This design comes from an exercise in tuning for small area and a short achievable clock period on the open sky130 flow, not from production work.
At most, simulation tests tie the RTL to the original design; equivalence was not proved.
Power and IR drop assume default switching activity.

Setup of v14:
==> flow/design.v (excerpt) <==
module PE (
    input clk,
    input rst,
    input logic [31:0] PE_in_a,
    input logic [31:0] PE_in_b,
    output logic [31:0] PE_out_r
);
    logic [4:0] pm;      
    logic [5:0] pa;      
    logic       run;     
    always @(posedge clk or negedge rst) begin
        if (!rst) begin
            pm  <= 5'b00001;
            pa  <= 6'b000001;
            run <= 1'b0;
        end
        else begin
            pm <= {pm[3:0], pm[4]};
            pa <= {pa[4:0], pa[5]};
            if (pa[5])
                run <= 1'b1;
        end
    end
    logic [31:0] prod;
    fp_mult uut_1 (.clk(clk),
                   .load(pm[0]),
                   .first(pm[1]),
                   .store(pm[1] & ~pa[2]),
                   .a(PE_in_a),
                   .b(PE_in_b),
                   .result(prod));
    fp_add uut_2 (.clk(clk),
                  .rst(rst),
                  .add((pa[4] & ~pm[2]) | (pa[3] & pm[1])),
                  .update(pa[5] & run),
                  .run(run),
                  .b(prod),
                  .sum(PE_out_r));
endmodule
Size: roughly 1700 cells after synthesis, about 260 flip-flops, about 0.017 mm^2 of cells after synthesis.
export LEC_CHECK = 0
export CAP_MARGIN = 20
export CORE_MARGIN = 2
export CORE_UTILIZATION = 55
export CTS_CLUSTER_DIAMETER = 80
export CTS_CLUSTER_SIZE = 24
export SLEW_MARGIN = 20
create_clock -name core_clock -period 12.0 [get_ports {clk}]
standard.sh (not shown) runs the stock make flow with config.mk's settings and CLKGATE_MAP_FILE= SYNTH_SCRIPT=/design/flow/synth_recipe.tcl, a recipe that flattens the netlist after the stock synthesis.
==> flow/flow/run.sh <==
#!/bin/bash
set -euo pipefail
bash standard.sh finish SETUP_SLACK_MARGIN=8.5 "BUFFER_PORTS_ARGS=-buffer_cell sky130_fd_sc_hd__buf_2" SYNTH_KEEP_MODULES=fp_fa > flow.log 2>&1
v14 | status: complete | timing, DRC, antenna: pass
--- input diff v14..v38 ---
Settings: SETUP_SLACK_MARGIN now 5, previously not set.
==> flow/run.sh (new file) <==
#!/bin/bash
# synth_recipe.tcl (not shown) runs the flow's synth.tcl, then flattens the netlist and writes it again
# the make line also repeats each setting of config.mk as NAME=value (left out here)
make -C /OpenROAD-flow-scripts/flow DESIGN_CONFIG=/design/flow/config.mk WORK_HOME=/design/flow/orfs CLKGATE_MAP_FILE= SYNTH_SCRIPT=/design/flow/synth_recipe.tcl finish
removed: flow/flow/run.sh
removed: flow/standard.sh
==> comparison <==
v38 | stages: all done | timing, DRC, antenna: all pass. Diff v14 -> v38 | number of standard cells after synthesis | increase of about 3%. | post-route non-filler standard cell count | v38 vs v14 | 26 higher |. Against v14, v38 comes in 1.2 points higher on share of synthesized area spent on multiplexers. Between v14 and v38, sequential portion of the cell area decreased.

PE, a different RTL version from the one above (not shown whole).
For scale: ~1600 cells after synthesis, roughly 260 flip-flops, ~17000 µm² of cells after synthesis.
Settings: LEC_CHECK=0, CAP_MARGIN=20, CORE_MARGIN=2, CORE_UTILIZATION=40, SLEW_MARGIN=20; clock period 12.0 ns.
==> flow/flow/run.sh <==
#!/bin/bash
set -euo pipefail
bash standard.sh finish SETUP_SLACK_MARGIN=8.2 "BUFFER_PORTS_ARGS=-buffer_cell sky130_fd_sc_hd__buf_2" SYNTH_KEEP_MODULES=fp_fa > flow.log 2>&1
The starting point finished with timing, DRC and antenna clean.
==> next run, changes <==
==> flow/flow/run.sh (replaced) <==
#!/bin/bash
set -euo pipefail
bash standard.sh finish SETUP_SLACK_MARGIN=8.5 "BUFFER_PORTS_ARGS=-buffer_cell sky130_fd_sc_hd__buf_2" SYNTH_KEEP_MODULES=fp_fa > flow.log 2>&1
The new run produced a clean layout.
Global-route usage rose by 0.55 points.
Synthesized area does not change.
Routed wire length grows by a few percent.
Non-clock buffer count came out higher by 41.
Synthesized cell count does not change.
Final cell count grows slightly.
Cell area went up by a few percent.
Core utilization climbs by 1.5 points.
Count of clock-buffer cells in the layout increases by 4.
Power increases slightly.
No functional check of the RTL was part of any run of this note.

Another version of the RTL of PE (not shown whole).
Size: ~1700 cells after synthesis, about 260 flip-flops.
Settings: LEC_CHECK=0, CAP_MARGIN=20, CORE_MARGIN=2, CORE_UTILIZATION=40, CTS_CLUSTER_DIAMETER=80, CTS_CLUSTER_SIZE=24, SLEW_MARGIN=20; clock period 12.0 ns.
==> flow/flow/run.sh <==
#!/bin/bash
set -euo pipefail
bash standard.sh finish SETUP_SLACK_MARGIN=8.5 "BUFFER_PORTS_ARGS=-buffer_cell sky130_fd_sc_hd__buf_2" > flow.log 2>&1
The starting point passed the timing, design-rule and antenna checks.
==> next run, changes <==
==> flow/flow/run.sh (replaced) <==
#!/bin/bash
set -euo pipefail
bash standard.sh finish SETUP_SLACK_MARGIN=9 "BUFFER_PORTS_ARGS=-buffer_cell sky130_fd_sc_hd__buf_2" > flow.log 2>&1
- CTS_CLUSTER_DIAMETER: 80 -> unset
- CTS_CLUSTER_SIZE: 24 -> unset
After rerunning:
- total power went up by 10%
- critical path depth stays the same
- die area is unchanged
- hold slack barely changes
- sequential share of layout area went down by 3.1 points
- sequential power is about the same
- area after synthesis stays the same
- final area went up by 11%
- non-clock buffer count went up by 77
- final cell count went up by 3.6%
==> next run, changes <==
==> flow/flow/run.sh (replaced) <==
#!/bin/bash
set -euo pipefail
bash standard.sh finish SETUP_SLACK_MARGIN=8.5 "BUFFER_PORTS_ARGS=-buffer_cell sky130_fd_sc_hd__buf_2" > flow.log 2>&1
The new run produced a clean layout. Count of clock-buffer cells in the layout shrinks by 3. Register-to-register slack got worse by 50 ps. Die area is unchanged. Wire length goes down by 5.5%. Setup slack improved by 31 ps. Area after synthesis does not change. Total power decreases by 7.4%. Core utilization drops by 5.0 points. Cell area drops by 9.5%. Combinational power shrinks by 15%.
No run of this note included a check of the RTL's function; only the layout flow was run.

north:
RTL: one of the versions met above, not the one the previous note started from.
Size: about 98 I/O pins, roughly 17000 um^2 of cells after synthesis.
==> flow/config.mk <==
export PLATFORM = sky130hd
export DESIGN_NAME = PE
export DESIGN_NICKNAME = PE
export VERILOG_FILES = /design/flow/design.v
export SDC_FILE = /design/flow/constraint.sdc
export NUM_CORES = 4
export LEC_CHECK = 0
export CAP_MARGIN = 20
export CORE_MARGIN = 2
export CORE_UTILIZATION = 55
export CTS_CLUSTER_DIAMETER = 90
export CTS_CLUSTER_SIZE = 30
export SLEW_MARGIN = 20
==> flow/constraint.sdc <==
create_clock -name core_clock -period 12.0 [get_ports {clk}]
set_input_delay 2.4000 -clock core_clock [delete_from_list [all_inputs] [get_ports {clk}]]
set_output_delay 2.4000 -clock core_clock [all_outputs]
set_load 0.01 [all_outputs]
==> flow/flow/run.sh <==
#!/bin/bash
set -euo pipefail
bash standard.sh finish SETUP_SLACK_MARGIN=8.4 "BUFFER_PORTS_ARGS=-buffer_cell sky130_fd_sc_hd__buf_2" SYNTH_KEEP_MODULES=fp_fa > flow.log 2>&1
Having completed the whole flow, north delivered a layout that passed the timing, design-rule and antenna checks.
Edits applied to the flow inputs when going from north to south:
# north
export LEC_CHECK = 0
export CAP_MARGIN = 20
export CORE_MARGIN = 2
export CORE_UTILIZATION = 55
export CTS_CLUSTER_DIAMETER = 90
export CTS_CLUSTER_SIZE = 30
export SLEW_MARGIN = 20
create_clock -name core_clock -period 12.0 [get_ports {clk}]
# south
export LEC_CHECK = 0
export CAP_MARGIN = 20
export CORE_MARGIN = 2
export CORE_UTILIZATION = 55
export CTS_CLUSTER_DIAMETER = 80
export CTS_CLUSTER_SIZE = 24
export SLEW_MARGIN = 20
create_clock -name core_clock -period 12.0 [get_ports {clk}]
- uut_2.sum[22] as the source of the critical timing path was reported by north, and uut_2.sum[15] by south.
- Delta (south minus north): all-layer global routing usage ~0 delta; met3 usage -0.24 points; power attributed to combinational cells ~0 delta; final-layout non-clock buffer area share ~0 delta; number of gates resized after CTS -1.
- Design area: south vs north — no meaningful difference
- north -> south: met3 layer wire length in the routed design decreased slightly
Edits applied to the flow inputs when going from south to east:
# south
export LEC_CHECK = 0
export CAP_MARGIN = 20
export CORE_MARGIN = 2
export CORE_UTILIZATION = 55
export CTS_CLUSTER_DIAMETER = 80
export CTS_CLUSTER_SIZE = 24
export SLEW_MARGIN = 20
create_clock -name core_clock -period 12.0 [get_ports {clk}]
# east
export LEC_CHECK = 0
export CAP_MARGIN = 20
export CORE_MARGIN = 2
export CORE_UTILIZATION = 50
export CTS_CLUSTER_DIAMETER = 80
export CTS_CLUSTER_SIZE = 24
export SLEW_MARGIN = 20
create_clock -name core_clock -period 12.0 [get_ports {clk}]
--- outcome ---
No stage failed in east, and the final checks on the layout all came back clean.
east against south: wire length of the first global-routing pass now sits higher; aggregate routed wire length now sits higher; worst hold slack after final layout now sits higher; share of the final layout cell area in sequential cells now sits lower; non-clock buffer area fraction after layout now sits higher.
Clock period minus final worst setup slack essentially unchanged between south and east.
The higher signed area change from the synthesized netlist to the final layout came out of east.
Compared with south, east shows a higher share of post-route cells with drive strength above 1.
Termination of the worst setup path = PE_out_r[21]: east; termination of the worst setup path = PE_out_r[15]: south
~same post-route fraction of the period consumed by the critical path in south and east

afterwards: timing with drivers on the ports:
In the flow no input, the clock included, has a driving cell. The finished layouts below were timed again as built, in two steps.
Step 1 (the two cells are an assumption about what drives the block):
set clk [get_ports {clk}]
set_driving_cell -lib_cell sky130_fd_sc_hd__clkbuf_16 $clk
set_driving_cell -lib_cell sky130_fd_sc_hd__buf_2 [delete_from_list [all_inputs] $clk]
Step 2, shift: input delay + t, output delay - t, t = (earliest + latest rising clock arrival at the registers) / 2. This alone moves slack from input paths to output paths.
a / b / c = ideal / step 1 / step 2; a / b = the first two.
run | t, ns | setup slack, ns | clock arrival spread, ns
v14 | 0.560 | 8.466 / 8.415 / 8.103 | 0.024 / 0.023
v38 | 0.575 | 7.942 / 7.887 / 7.616 | 0.023 / 0.023
the first run of note 2 | 0.616 | 8.239 / 8.187 / 7.764 | 0.015 / 0.014
the second run of note 2 | 0.587 | 8.407 / 8.419 / 7.833 | 0.023 / 0.024
the first run of note 3 | 0.607 | 8.440 / 8.416 / 7.846 | 0.026 / 0.025
the second run of note 3 | 0.637 | 8.431 / 8.395 / 7.811 | 0.019 / 0.019
the third run of note 3 | 0.625 | 8.462 / 8.420 / 7.850 | 0.035 / 0.035
north | 0.556 | 8.423 / 8.371 / 8.027 | 0.016 / 0.016
south | 0.557 | 8.434 / 8.383 / 7.977 | 0.014 / 0.014
east | 0.561 | 8.435 / 8.384 / 8.067 | 0.029 / 0.029
After both steps setup and hold are still met in every run listed. For the second run of note 3, which loses most, drivers alone change the setup slack by -0.036 ns; drivers and shift together by -0.620 ns.
